This design comes from an exercise in tuning for a short achievable clock period and few clock cycles on the open sky130 flow, not from production work.
The RTL was checked by simulation tests, not by an equivalence proof against the original design.
In this run the design's own scripts or RTL, not TritonCTS, make the clock network.
The clock input has no modelled driver; a real chip could not lean on it and would need a root buffer or a full tree.
Power and IR drop assume default switching activity.

### flow/flow/run.sh
#!/bin/bash
# Own layout flow: the standard ORFS flow (standard.sh, unchanged synthesis), with
#  - repair_timing asked for extra setup slack (SETUP_SLACK_MARGIN), so that it optimises
#    the paths towards a short clock period (the SDC, clock period and I/O constraints are
#    unchanged);
#  - a two-level clock tree built by flow/manual_cts.tcl (ORFS's PRE_CTS_TCL hook) in
#    place of TritonCTS's three-level one, for a shorter clock insertion delay; it also
#    moves each output port's flip-flop next to the port's buffer;
#  - port buffers of buf_4 (not the delay cells buffer_ports picks by default), and
#    repair allowed to swap a cell for one of another footprint (MATCH_CELL_FOOTPRINT 0);
#  - a last max-slew/max-capacitance repair after global routing (flow/post_grt.tcl).
# make's full output goes to flow_standard.log; ORFS's per-step logs stay under orfs/logs.
set -euo pipefail
MARGIN=$(cat flow/margin.txt)
bash standard.sh SETUP_SLACK_MARGIN="$MARGIN" PRE_CTS_TCL="$PWD/flow/manual_cts.tcl" \
  MATCH_CELL_FOOTPRINT=0 "BUFFER_PORTS_ARGS=-buffer_cell sky130_fd_sc_hd__buf_4" \
  POST_GLOBAL_ROUTE_TCL="$PWD/flow/post_grt.tcl" finish > flow_standard.log 2>&1
### flow/flow/manual_cts.tcl
# Clock tree built by hand, in place of TritonCTS: a two- or three-level tree of
# clkbuf_16. The clock port drives 4 first-level buffers (one per quarter of the sinks),
# each of which drives the leaf buffers of its quarter (through a middle level when a
# quarter has more than max_leaves); each leaf buffer drives a cluster of about
# leaf_sinks flip-flops. Clusters start as equal-count strips of the sinks sorted by
# position and are then made compact by k-means (Lloyd) iterations, so every leaf
# drives a short net.
# Sourced as ORFS's PRE_CTS_TCL hook; clock_tree_synthesis then does nothing.

proc mcts_split {items n key} {
  # items: list of {x y payload}; split into n groups of near-equal count by key (0=x, 1=y)
  set sorted [lsort -real -index $key $items]
  set total [llength $sorted]
  set groups {}
  for {set g 0} {$g < $n} {incr g} {
    set a [expr {($g * $total) / $n}]
    set b [expr {(($g + 1) * $total) / $n - 1}]
    lappend groups [lrange $sorted $a $b]
  }
  return $groups
}

proc mcts_center {items} {
  set sx 0.0; set sy 0.0
  foreach it $items { set sx [expr {$sx + [lindex $it 0]}]; set sy [expr {$sy + [lindex $it 1]}] }
  set n [llength $items]
  return [list [expr {$sx / $n}] [expr {$sy / $n}]]
}

# a cluster whose bounding box half-perimeter is over maxhp (dbu) is cut in two
# across its longer side, until every piece is small enough
proc mcts_compact {cl maxhp} {
  if {[llength $cl] < 4} { return [list $cl] }
  set xs [lsort -real [lmap s $cl {lindex $s 0}]]
  set ys [lsort -real [lmap s $cl {lindex $s 1}]]
  set w [expr {[lindex $xs end] - [lindex $xs 0]}]
  set h [expr {[lindex $ys end] - [lindex $ys 0]}]
  if {$w + $h <= $maxhp} { return [list $cl] }
  set parts [mcts_split $cl 2 [expr {$w >= $h ? 0 : 1}]]
  return [concat [mcts_compact [lindex $parts 0] $maxhp] [mcts_compact [lindex $parts 1] $maxhp]]
}

# Lloyd iterations on clusters (lists of {x y payload}); returns compact clusters.
proc mcts_kmeans {clusters iters} {
  set cs {}
  foreach cl $clusters { lappend cs [mcts_center $cl] }
  set items [concat {*}$clusters]
  for {set it 0} {$it < $iters} {incr it} {
    set k [llength $cs]
    set buckets [lrepeat $k {}]
    foreach s $items {
      set sx [lindex $s 0]; set sy [lindex $s 1]
      set best 0; set bd 1e18; set i 0
      foreach c $cs {
        set d [expr {abs($sx - [lindex $c 0]) + abs($sy - [lindex $c 1])}]
        if {$d < $bd} { set bd $d; set best $i }
        incr i
      }
      lset buckets $best [concat [lindex $buckets $best] [list $s]]
    }
    set cs {}
    set nb {}
    foreach b $buckets { if {[llength $b] > 0} { lappend cs [mcts_center $b]; lappend nb $b } }
    set clusters $nb
  }
  return $clusters
}

proc mcts_place {inst x y} {
  set block [ord::get_db_block]
  set master [$inst getMaster]
  set w [$master getWidth]
  set h [$master getHeight]
  $inst setLocation [expr {int($x - $w / 2)}] [expr {int($y - $h / 2)}]
  $inst setPlacementStatus PLACED
}

proc manual_clock_tree {} {
  set leaf_sinks 18
  set maxhp [expr {100000 * 1000}]
  set max_leaves 30
  
  set nroot 4
  set block [ord::get_db_block]
  set db [ord::get_db]
  set buf [$db findMaster sky130_fd_sc_hd__clkbuf_16]
  set clknet [$block findNet clk]

  # sinks: every instance pin on the clock net
  set sinks {}
  foreach it [$clknet getITerms] {
    set inst [$it getInst]
    set bb [$inst getBBox]
    set x [expr {([$bb xMin] + [$bb xMax]) / 2.0}]
    set y [expr {([$bb yMin] + [$bb yMax]) / 2.0}]
    lappend sinks [list $x $y $it]
  }
  set n [llength $sinks]
  set nleaf [expr {int(ceil(double($n) / $leaf_sinks))}]
  # leaves per root quarter, and strips inside a quarter
  set per_root [expr {int(ceil(double($nleaf) / $nroot))}]
  set rows [expr {int(ceil(sqrt($per_root)))}]
  puts "manual CTS: $n sinks, $nroot roots, $per_root leaves each ($rows strips)"

  set li 0
  set ri 0
  set mi 0
  # quarters: 2 strips by y, each split in 2 by x
  foreach half [mcts_split $sinks 2 1] {
    foreach quarter [mcts_split $half 2 0] {
      set rnet [odb::dbNet_create $block "clknet_mr_$ri"]
      $rnet setSigType CLOCK
      set rinst [odb::dbInst_create $block $buf "clkbuf_mr_$ri"]
      [$rinst findITerm A] connect $clknet
      [$rinst findITerm X] connect $rnet
      set leaves {}
      # leaf clusters: strips by y, each cut by x
      set qn [llength $quarter]
      set nl $per_root
      set rr [expr {min($rows, $nl)}]
      set strips [mcts_split $quarter $rr 1]
      set left $nl
      set si 0
      set qpieces {}
      foreach strip $strips {
        set cols [expr {int(round(double($left) / ($rr - $si)))}]
        if {$cols < 1} { set cols 1 }
        set left [expr {$left - $cols}]
        incr si
        set pieces {}
        foreach cl0 [mcts_split $strip $cols 0] {
          if {[llength $cl0] == 0} { continue }
          set pieces [concat $pieces [mcts_compact $cl0 $maxhp]]
        }
        set qpieces [concat $qpieces $pieces]
      }
      foreach cl [mcts_kmeans $qpieces 10] {
          set lnet [odb::dbNet_create $block "clknet_ml_$li"]
          $lnet setSigType CLOCK
          set linst [odb::dbInst_create $block $buf "clkbuf_ml_$li"]
          [$linst findITerm X] connect $lnet
          foreach s $cl {
            set it [lindex $s 2]
            $it disconnect
            $it connect $lnet
          }
          set c [mcts_center $cl]
          mcts_place $linst [lindex $c 0] [lindex $c 1]
          lappend leaves [list [lindex $c 0] [lindex $c 1] $linst]
          incr li
      }
      # A root drives its leaves directly, or, when it has more than max_leaves, through
      # a middle level of buffers that each drive a group of nearby leaves.
      if {[llength $leaves] <= $max_leaves} {
        foreach l $leaves { [[lindex $l 2] findITerm A] connect $rnet }
        set c [mcts_center $leaves]
      } else {
        set ng [expr {int(ceil(double([llength $leaves]) / $max_leaves))}]
        set gr [expr {int(ceil(sqrt($ng)))}]
        set gleft $ng
        set mids {}
        set gi 0
        foreach gstrip [mcts_split $leaves $gr 1] {
          set gc [expr {int(round(double($gleft) / ($gr - $gi)))}]
          if {$gc < 1} { set gc 1 }
          set gleft [expr {$gleft - $gc}]
          incr gi
          foreach grp [mcts_split $gstrip $gc 0] {
            if {[llength $grp] == 0} { continue }
            set mnet [odb::dbNet_create $block "clknet_mm_$mi"]
            $mnet setSigType CLOCK
            set minst [odb::dbInst_create $block $buf "clkbuf_mm_$mi"]
            [$minst findITerm A] connect $rnet
            [$minst findITerm X] connect $mnet
            foreach l $grp { [[lindex $l 2] findITerm A] connect $mnet }
            set mc [mcts_center $grp]
            mcts_place $minst [lindex $mc 0] [lindex $mc 1]
            lappend mids [list [lindex $mc 0] [lindex $mc 1] $minst]
            incr mi
          }
        }
        set c [mcts_center $mids]
      }
      mcts_place $rinst [lindex $c 0] [lindex $c 1]
      incr ri
    }
  }
  puts "manual CTS: $ri first-level, $mi middle and $li leaf buffers"
}

# Each output port's flip-flop, when it drives only the port's buffer, is moved next
# to that buffer (detailed placement then legalises it), so the flip-flop to output
# path is a short wire.
proc move_output_flops {} {
  set block [ord::get_db_block]
  set core [$block getCoreArea]
  set cx [expr {([$core xMin] + [$core xMax]) / 2}]
  set cy [expr {([$core yMin] + [$core yMax]) / 2}]
  set moved 0
  foreach bt [$block getBTerms] {
    if {[$bt getIoType] ne "OUTPUT"} { continue }
    set net [$bt getNet]
    if {$net eq "NULL"} { continue }
    set drv ""
    foreach it [$net getITerms] { if {[$it isOutputSignal]} { set drv $it } }
    if {$drv eq ""} { continue }
    set obuf [$drv getInst]
    set a ""
    foreach it [$obuf getITerms] { if {[$it isInputSignal]} { set a $it } }
    if {$a eq ""} { continue }
    set anet [$a getNet]
    if {$anet eq "NULL"} { continue }
    set q ""
    set loads 0
    foreach it [$anet getITerms] { if {[$it isOutputSignal]} { set q $it } else { incr loads } }
    if {$q eq "" || $loads != 1} { continue }
    set ff [$q getInst]
    if {![[$ff getMaster] isSequential]} { continue }
    set bb [$obuf getBBox]
    set bx [expr {([$bb xMin] + [$bb xMax]) / 2}]
    set by [expr {([$bb yMin] + [$bb yMax]) / 2}]
    # one cell further into the core than the buffer
    set dx [expr {$cx - $bx}]
    set dy [expr {$cy - $by}]
    set step 4000
    if {abs($dx) > abs($dy)} {
      set nx [expr {$bx + ($dx > 0 ? $step : -$step)}]
      set ny $by
    } else {
      set nx $bx
      set ny [expr {$by + ($dy > 0 ? $step : -$step)}]
    }
    mcts_place $ff $nx $ny
    incr moved
  }
  puts "moved $moved output flip-flops next to their port buffers"
}

move_output_flops
manual_clock_tree
rename clock_tree_synthesis mcts_unused_clock_tree_synthesis
proc clock_tree_synthesis {args} {
  puts "clock tree built by manual_cts.tcl"
  set_propagated_clock [all_clocks]
}
### flow/flow/margin.txt
21.6
### flow/flow/post_grt.tcl
# POST_GLOBAL_ROUTE_TCL hook: after ORFS's repairs on global-route parasitics (the last
# of which is repair_timing), repair max slew and max capacitance once more with wider
# margins, so that the detailed route's real wires stay within the library's limits.
log_cmd estimate_parasitics -global_routing
repair_design -slew_margin 40 -cap_margin 40 -verbose
log_cmd global_route -start_incremental
log_cmd detailed_placement
log_cmd global_route -end_incremental
### flow/standard.sh
#!/bin/bash
# synth_recipe.tcl (not shown) runs the flow's synth.tcl, then flattens the netlist and writes it again
# the make line also repeats each setting of config.mk as NAME=value (left out here)
make -C /OpenROAD-flow-scripts/flow DESIGN_CONFIG=/design/flow/config.mk WORK_HOME=/design/flow/orfs CLKGATE_MAP_FILE= SYNTH_SCRIPT=/design/flow/synth_recipe.tcl "${@:-finish}"
### flow/config.mk
export PLATFORM = sky130hd
export DESIGN_NAME = cpu
export DESIGN_NICKNAME = cpu
export VERILOG_FILES = /design/flow/design.v
export SDC_FILE = /design/flow/constraint.sdc
export NUM_CORES = 4
export LEC_CHECK = 0
export ABC_CLOCK_PERIOD_IN_PS = 5000
export CAP_MARGIN = 30
export CORE_MARGIN = 2
export CORE_UTILIZATION = 45
export SLEW_MARGIN = 30
### flow/constraint.sdc
create_clock -name core_clock -period 28.0 [get_ports {clk}]
set_input_delay 5.6000 -clock core_clock [delete_from_list [all_inputs] [get_ports {clk}]]
set_output_delay 5.6000 -clock core_clock [all_outputs]
set_load 0.01 [all_outputs]
### flow/design.v
module cpu (
  input clk,
  input reset,  
  input wire [31:0] data_o,  
  output mem_we,  
  output [1:0] mem_size,
  output [31:0] addr, data_i
);
  parameter BTB_BITS = 4;  
  parameter [1:0] INIT_CTR = 2'b10;  
  parameter TAGW = 8;   
  localparam TGTW = 12;  
  localparam NB = 1 << BTB_BITS;
  reg [31:0] addr_q;    
  reg [31:0] pc_q;      
  reg        we_q;      
  reg [1:0]  size_q;
  reg [31:0] wdata_q;
  reg        mem_q;     
  reg        ld_q;      
  reg [31:0] ldoh_q;    
  reg [4:0]  ldrd_q;    
  reg [2:0]  ldf3_q;    
  reg        lw_q;      
  reg [31:0] lw_data_q;
  reg [31:0] ir_q;      
  reg [31:0] s1oh_q, s2oh_q, rdoh_q;  
  reg [31:0] irpc_q;    
  reg        irv_q;     
  reg        irpred_q;  
  reg        halt_q;    
  assign addr = addr_q;
  assign mem_we = we_q;
  assign mem_size = size_q;
  assign data_i = wdata_q;
  reg [NB-1:0]   bv;
  reg [TAGW-1:0] btag [0:NB-1];
  reg [TGTW-1:0] btgt [0:NB-1];
  reg [1:0]      bctr [0:NB-1];  
  wire [BTB_BITS-1:0] fidx = pc_q[BTB_BITS+1:2];
  wire fhit = bv[fidx] && bctr[fidx][1] && (btag[fidx] == pc_q[BTB_BITS+TAGW+1:BTB_BITS+2]);
  wire [31:0] fpc4 = pc_q + 32'd4;
  wire [31:0] pred_next = fhit ? {pc_q[31:TGTW+2], btgt[fidx], 2'b00} : fpc4;
  wire [31:0] fw = {data_o[7:0], data_o[15:8], data_o[23:16], data_o[31:24]};
  wire ir_load;  
  wire [4:0] fop = fw[6:2];
  wire [31:0] f_immI = {{20{fw[31]}}, fw[31:20]};
  wire [31:0] f_immS = {{20{fw[31]}}, fw[31:25], fw[11:7]};
  wire [31:0] f_immB = {{19{fw[31]}}, fw[31], fw[7], fw[30:25], fw[11:8], 1'b0};
  wire [31:0] f_immU = {fw[31:12], 12'b0};
  wire [31:0] f_immJ = {{11{fw[31]}}, fw[31], fw[19:12], fw[20], fw[30:21], 1'b0};
  reg is_lui, is_auipc, is_jal, is_jalr, is_br, is_ld, is_st, is_opi, is_op, is_sys;
  reg [31:0] imm_alu;  
  reg [31:0] imm_pc;   
  always @(posedge clk) begin
    if (ir_load) begin
      is_lui   <= fop == 5'b01101;
      is_auipc <= fop == 5'b00101;
      is_jal   <= fop == 5'b11011;
      is_jalr  <= fop == 5'b11001;
      is_br    <= fop == 5'b11000;
      is_ld    <= fop == 5'b00000;
      is_st    <= fop == 5'b01000;
      is_opi   <= fop == 5'b00100;
      is_op    <= fop == 5'b01100;
      is_sys   <= fop == 5'b11100;
      imm_alu  <= (fop == 5'b01000) ? f_immS : f_immI;
      imm_pc   <= (fop == 5'b11011) ? f_immJ : (fop == 5'b11000) ? f_immB : f_immU;
    end
  end
  wire [31:0] ir = ir_q;
  wire [2:0] f3 = ir[14:12];
  wire [31:0] immU = {ir[31:12], 12'b0};
  wire uses_rs2 = is_op | is_st | is_br;
  wire hazard = lw_q & (ldrd_q != 5'd0) &
                ((ldrd_q == ir[19:15]) | (uses_rs2 & (ldrd_q == ir[24:20])));
  wire stall = mem_q | halt_q | hazard;  
  wire ev = irv_q & ~stall;  
  reg [31:0] lv;  
  always @(*) begin
    case (ldf3_q)
      3'b000: lv = {{24{data_o[7]}}, data_o[7:0]};
      3'b001: lv = {{16{data_o[15]}}, data_o[15:0]};
      3'b100: lv = {24'b0, data_o[7:0]};
      3'b101: lv = {16'b0, data_o[15:0]};
      default: lv = data_o;
    endcase
  end
  wire weE;
  wire [31:0] resE;
  always @(posedge clk) begin
    lw_data_q <= lv;
    if (reset) lw_q <= 1'b0;
    else lw_q <= mem_q & ld_q;
  end
  wire [32*32-1:0] rfw;
  assign rfw[31:0] = 32'b0;
  genvar gi;
  generate
    for (gi = 1; gi < 32; gi = gi + 1) begin : g_rf
      reg [31:0] r;
      always @(posedge clk) begin
        if (weE & rdoh_q[gi]) r <= resE;
        else if (lw_q & ldoh_q[gi]) r <= lw_data_q;
      end
      assign rfw[gi*32 +: 32] = r;
    end
  endgenerate
  reg [31:0] rs1v, rs2v;
  integer k;
  always @(*) begin
    rs1v = 32'b0;
    rs2v = 32'b0;
    for (k = 1; k < 32; k = k + 1) begin
      rs1v = rs1v | ({32{s1oh_q[k]}} & rfw[k*32 +: 32]);
      rs2v = rs2v | ({32{s2oh_q[k]}} & rfw[k*32 +: 32]);
    end
  end
  wire [31:0] a = rs1v;
  wire [31:0] b = is_op ? rs2v : imm_alu;
  wire [31:0] sum = a + b;
  wire [31:0] diff = a - b;
  wire signed [31:0] as = a;
  wire signed [31:0] bs = b;
  wire slt = as < bs;
  wire sltu = a < b;
  wire [4:0] sh = b[4:0];
  wire [31:0] sra = as >>> sh;
  reg [31:0] alu;
  always @(*) begin
    case (f3)
      3'd0: alu = (is_op & ir[30]) ? diff : sum;
      3'd1: alu = a << sh;
      3'd2: alu = {31'b0, slt};
      3'd3: alu = {31'b0, sltu};
      3'd4: alu = a ^ b;
      3'd5: alu = ir[30] ? sra : (a >> sh);
      3'd6: alu = a | b;
      default: alu = a & b;
    endcase
  end
  wire [31:0] pc4 = irpc_q + 32'd4;
  wire [31:0] pcimm = irpc_q + imm_pc;
  assign resE = is_lui ? immU : is_auipc ? pcimm : (is_jal | is_jalr) ? pc4 : alu;
  assign weE = ev & (is_lui | is_auipc | is_jal | is_jalr | is_op | is_opi);
  wire signed [31:0] rs1s = rs1v;
  wire signed [31:0] rs2s = rs2v;
  wire beq = rs1v == rs2v;
  wire blt = rs1s < rs2s;
  wire bltu = rs1v < rs2v;
  reg cond;
  always @(*) begin
    case (f3)
      3'b000: cond = beq;
      3'b001: cond = ~beq;
      3'b100: cond = blt;
      3'b101: cond = ~blt;
      3'b110: cond = bltu;
      default: cond = ~bltu;
    endcase
  end
  wire taken = is_jal | is_jalr | (is_br & cond);
  wire [31:0] ea = rs1v + imm_alu;  
  wire [31:0] target = is_jalr ? ea : pcimm;
  wire [31:0] actual_next = taken ? target : pc4;
  wire [31:0] ta = is_jalr ? rs1v : irpc_q;
  wire [31:0] tb = is_jalr ? imm_alu : imm_pc;
  wire [31:0] tc = ta ^ tb ^ pc_q;
  wire [31:0] tco = (ta & tb) | ((ta ^ tb) & tc);
  wire target_ok = ~tc[0] & (tco[30:0] == tc[31:1]);
  wire mispred = taken ? ~target_ok : irpred_q;
  assign ir_load = ~stall;
  always @(posedge clk) begin
    if (ir_load) begin
      ir_q <= fw;
      irpc_q <= pc_q;
      irpred_q <= fhit;
      s1oh_q <= 32'b1 << fw[19:15];
      s2oh_q <= 32'b1 << fw[24:20];
      rdoh_q <= 32'b1 << fw[11:7];
    end
  end
  wire ex_mem = ev & (is_ld | is_st);
  always @(posedge clk) begin
    if (reset) begin
      irv_q <= 1'b0;
      halt_q <= 1'b0;
      mem_q <= 1'b0;
      we_q <= 1'b0;
    end else begin
      if (ir_load) irv_q <= ~(ev & (mispred | is_sys));
      if (ev & is_sys) halt_q <= 1'b1;
      mem_q <= ex_mem;
      we_q <= ex_mem & is_st & ~(f3[1] & f3[0]);
    end
  end
  wire [31:0] next_fetch = (ev & mispred) ? actual_next : pred_next;
  always @(posedge clk) begin
    if (reset) begin
      pc_q <= 32'b0;
      addr_q <= 32'b0;
    end else if (stall) begin
      addr_q <= pc_q;
    end else begin
      pc_q <= next_fetch;
      addr_q <= ex_mem ? ea : next_fetch;
    end
  end
  always @(posedge clk) begin
    if (ex_mem) begin
      ld_q <= is_ld;
      ldoh_q <= rdoh_q;
      ldrd_q <= ir[11:7];
      ldf3_q <= f3;
    end
  end
  always @(posedge clk) begin
    size_q <= f3[1:0];
    wdata_q <= rs2v;
  end
  wire [BTB_BITS-1:0] eidx = irpc_q[BTB_BITS+1:2];
  wire ehit = bv[eidx] && (btag[eidx] == irpc_q[BTB_BITS+TAGW+1:BTB_BITS+2]);
  wire ectl = is_br | is_jal | is_jalr;
  wire [1:0] ectr = bctr[eidx];
  reg u_set, u_clr, u_ctr_only;
  reg [BTB_BITS-1:0] u_idx;
  reg [TAGW-1:0] u_tag;
  reg [TGTW-1:0] u_tgt;
  reg [1:0] u_ctr;
  always @(posedge clk) begin
    if (reset) begin
      u_set <= 1'b0;
      u_clr <= 1'b0;
      u_ctr_only <= 1'b0;
    end else begin
      u_set <= ev & ectl & taken;
      u_ctr_only <= ev & ectl & ~taken & ehit;
      u_clr <= ev & ~ectl & irpred_q;
    end
    u_idx <= eidx;
    u_tag <= irpc_q[BTB_BITS+TAGW+1:BTB_BITS+2];
    u_tgt <= target[TGTW+1:2];
    u_ctr <= taken ? (!ehit ? INIT_CTR : (ectr == 2'b11) ? 2'b11 : ectr + 2'b01)
                   : ((ectr == 2'b00) ? 2'b00 : ectr - 2'b01);
  end
  always @(posedge clk) begin
    if (reset) begin
      bv <= {NB{1'b0}};
    end else if (u_set) begin
      bv[u_idx] <= 1'b1;
      btag[u_idx] <= u_tag;
      btgt[u_idx] <= u_tgt;
      bctr[u_idx] <= u_ctr;
    end else if (u_ctr_only) begin
      bctr[u_idx] <= u_ctr;
    end else if (u_clr) begin
      bv[u_idx] <= 1'b0;
    end
  end
endmodule
==> flow_summary.yaml <==
outcome:
  status: "timing/DRC/antenna clean"
worst_hold_path:
  hold_path_class: "flop to flop"
yosys:
  synth_warnings: 1
  synth-edff-count: 1580
  synth.top_cell.area_share_pct: 47.3
  synth_area_leaders: "edfxtp_1 47%, a22oi_1 5.1%, mux2_2 4.5%, dfxtp_1 3.8%, mux4_2 3.6%"
  ys_seq_area_share_pct: 51.0
  synth_seq_cells: 1768
  synth_area_sq_um: 100000
  synth_flop_cell: "edfxtp_1"
  synth.top_cells.by_count: "1,580 x edfxtp_1, 868 x nand2_1, 684 x a22oi_1"
  yosysTopAreaCell: "edfxtp_1"
  syn_avg_cell_area_sq_um: 11.1
  synthDistinctLibCells: 107
  synth.most_common_cell: "edfxtp_1"
  synthesis.instances: 9013
  synth_nets: 9279
  async_flop_share_pct: 0
placement:
  io_buffer_count: 100
  globalplace.congestion: 1.06
  placed_cell_area_sq_um: 105000
  dp_hpwl_um: 333000
timing:
  fmax_ghz: 0.147
  tightest_slew_ns: 0.984
  slew_viol_final: 0
  fin_tns_setup_ns: 0
  fin_crit_ns: 6.78
  fin_crit_sh_pct: 24.2
  hold_violations: 0
  setup_violations: 0
  skew_ns: 0.154
  slew_headroom_pct: 34.4
clock_tree:
  insertion_delay_ns: 0.73
  clkTransAtPathRegs_ns: 0.11
  cts_hold_buf: 0
  postCtsSetupRepairBufs: 67
  cts_resized: 281
finish:
  fin_area_sq_um: 111000
  drive_above_1_share_pct: 20.1
  nets: 9117
  final_util_pct: 49.9
  fillers: 19643
  syn2layout_area_growth_pct: 10.4
floorplan:
  dieArea_sq_um: 227000
  rows: 173
  core_area_sq_um: 222000
  die_h_um: 476
  ios: 101
  start_util_pct: 45.2
  die_w_um: 476
setup_path:
  crit_required_ns: 22.40
  crit_slowest_cell: "dfxtp_2"
  start_kind: "flop"
  cp_slowest_stage_delay_ns: 0.33
  critPathKind: "flop to output pin"
  r2r_slack_ns: 21.39
  cp_max_fo: 1
  crit_buf_inv: 1
  cp-end-kind: "output pin"
  arrival_ns: 1.18
  crit_chain: "buf_6"
  critical_path.top_delay_family: "flip-flops"
flow_run:
  cap_violations: 0
route:
  wl_per_cell_um: 45.9
  finalWirelength_um: 545000
  post-route-drc-count: 0
  num_vias: 91159
  drt_iter0_drc: 19632
  vias_per_cell: 7.67
  drtAntennaViolNets: 0
  drtPass1Iterations: 15
global_route:
  grtUsageTotal_pct: 45.9
  grt_pass1_vias: 83050
  antenna_found_initial: 55
  grt_max_degree: 136
  grt_overflow_total: 0
  grt_pass1_wl_um: 718000
pwr:
  power_leakage_nw: 38.3
  power_density_nw_per_um2: 139
  vdd_drop_max_v: 0.000122
  p_total_mw: 15.4
metrics by stage:
stage / instances / hold WS (ns) / setup WS, ns
3_3_place_gp: 11583 / 0.405 / 20.17
6_report: 11881 / 0.428 / 21.22
2_1_floorplan: 9013 / 0.363 / 20.96
4_1_cts: 11777 / 0.429 / 21.21
3_5_place_dp: 11587 / 0.405 / 20.28
placed cells by master, fill, tap and decap left out, types with 35 or more instances in the layout:
cell type	instances
a211oi_1	51
a21o_1	73
a21oi_1	309
a221oi_1	135
a222oi_1	65
a22o_1	140
a22oi_1	683
a31oi_1	89
and2_1	73
and3_1	54
buf_12	45
buf_4	393
buf_6	131
clkbuf_16	106
dfxtp_1	87
dfxtp_2	97
diode_2	57
edfxtp_1	1580
ha_1	179
inv_1	201
mux2_2	399
mux2i_1	185
mux4_2	161
nand2_1	794
nand2_2	70
nand2b_1	35
nand3_1	195
nand4_1	170
nor2_1	456
nor3_1	110
o211ai_1	40
o21ai_0	554
o21ai_1	53
o21ai_2	38
o31ai_1	127
xnor2_1	119
xor2_1	64
state kept, by name, summed over array words and instances, names as in the netlist, 2 cells and up, named ones only:
| register | count |
|---|---|
| g_rf.r | 992 |
| btgt | 192 |
| btag | 128 |
| addr_q | 32 |
| bctr | 32 |
| irpc_q | 32 |
| lw_data_q | 32 |
| pc_q | 32 |
| wdata_q | 32 |
| imm_pc | 31 |
| ldoh_q | 31 |
| rdoh_q | 31 |
| s1oh_q | 31 |
| s2oh_q | 31 |
| ir_q | 18 |
| u_tgt | 12 |
| imm_alu | 11 |
| u_tag | 8 |
| ldrd_q | 5 |
| u_idx | 4 |
| ldf3_q | 3 |
| size_q | 2 |
| u_ctr | 2 |
worst paths after layout:
kind | depth (start not counted) | to | from
worst max-delay path | 1 | addr[10] | addr_q[10]
worst min-delay path | 0 | ldrd_q[4] | ir_q[11]
worst max register to register | 23 | g_rf[11].r[20] | s2oh_q[12]
worst min register to register | 0 | ldrd_q[4] | ir_q[11]
layer usage:
| layer | routed length, um | track usage (%) | vias to the layer above | share of wire [%] |
|---|---|---|---|---|
| li1 | - | - | 34534 | - |
| met1 | 185000 | 55.9 | 44103 | 34 |
| met2 | 216000 | 63.4 | 9495 | 40 |
| met3 | 89600 | 20.9 | 2979 | 16 |
| met4 | 54100 | 33.2 | 48 | 9.9 |
| met5 | 1140 | 2.98 | - | 0.21 |
logic make-up after synthesis:
family,after synthesis,share of synthesized area [%]
multiplexers,787,10.6
adder cells (fa/ha/maj),232,3.16
AO/OA/AOI/OAI,2702,18.8
flip-flops,1768,51.0
XOR/XNOR,187,1.63
AND/OR/NAND/NOR,2235,10.3
buffers and inverters,1102,4.54
area by class of cell:
class	instances	area, sq um	area share [%]
Tap cell	2975	3720	3.36
Sequential cell	1768	51300	46.4
Inverter	218	871	0.786
Antenna cell	57	143	0.129
Multi-Input combinational cell	6163	46300	41.8
Buffer	104	2600	2.35
Timing Repair Buffer	596	5790	5.22
report_power, final:
part           switching, mW  total [mW]  internal [mW]
registers              0.407        3.75           3.35
logic                   7.15        10.1           2.96
clock network          0.856        1.50          0.646
Testbench counts, summed over its fixed seeds: cycles 145,473.

re-timing with driven ports:
Ports are ideal in the flow. The routed layout listed here was re-timed in OpenROAD. Step 1: set_driving_cell puts a clkbuf_16 on clk and a buf_2 on each other input, an assumption about the parent block. Step 2, shift: input delay + t, output delay - t, t = (earliest + latest rising clock arrival at the registers) / 2. This alone moves slack from input paths to output paths. Slacks: no drivers / after step 1 / after step 2; pairs: no drivers / after step 1.
shift t [ns]: 0.897
setup slack, ns: 21.220 / 20.980 / 20.890
hold WS [ns]: 0.428 / 0.428 / 0.428
worst setup path after step 2: input to register
worst slew at a driven data input, ns: 0.22
After both steps this run still meets setup and hold. The setup slack of this run moves by -0.240 ns with the drivers and by -0.330 ns with both steps.
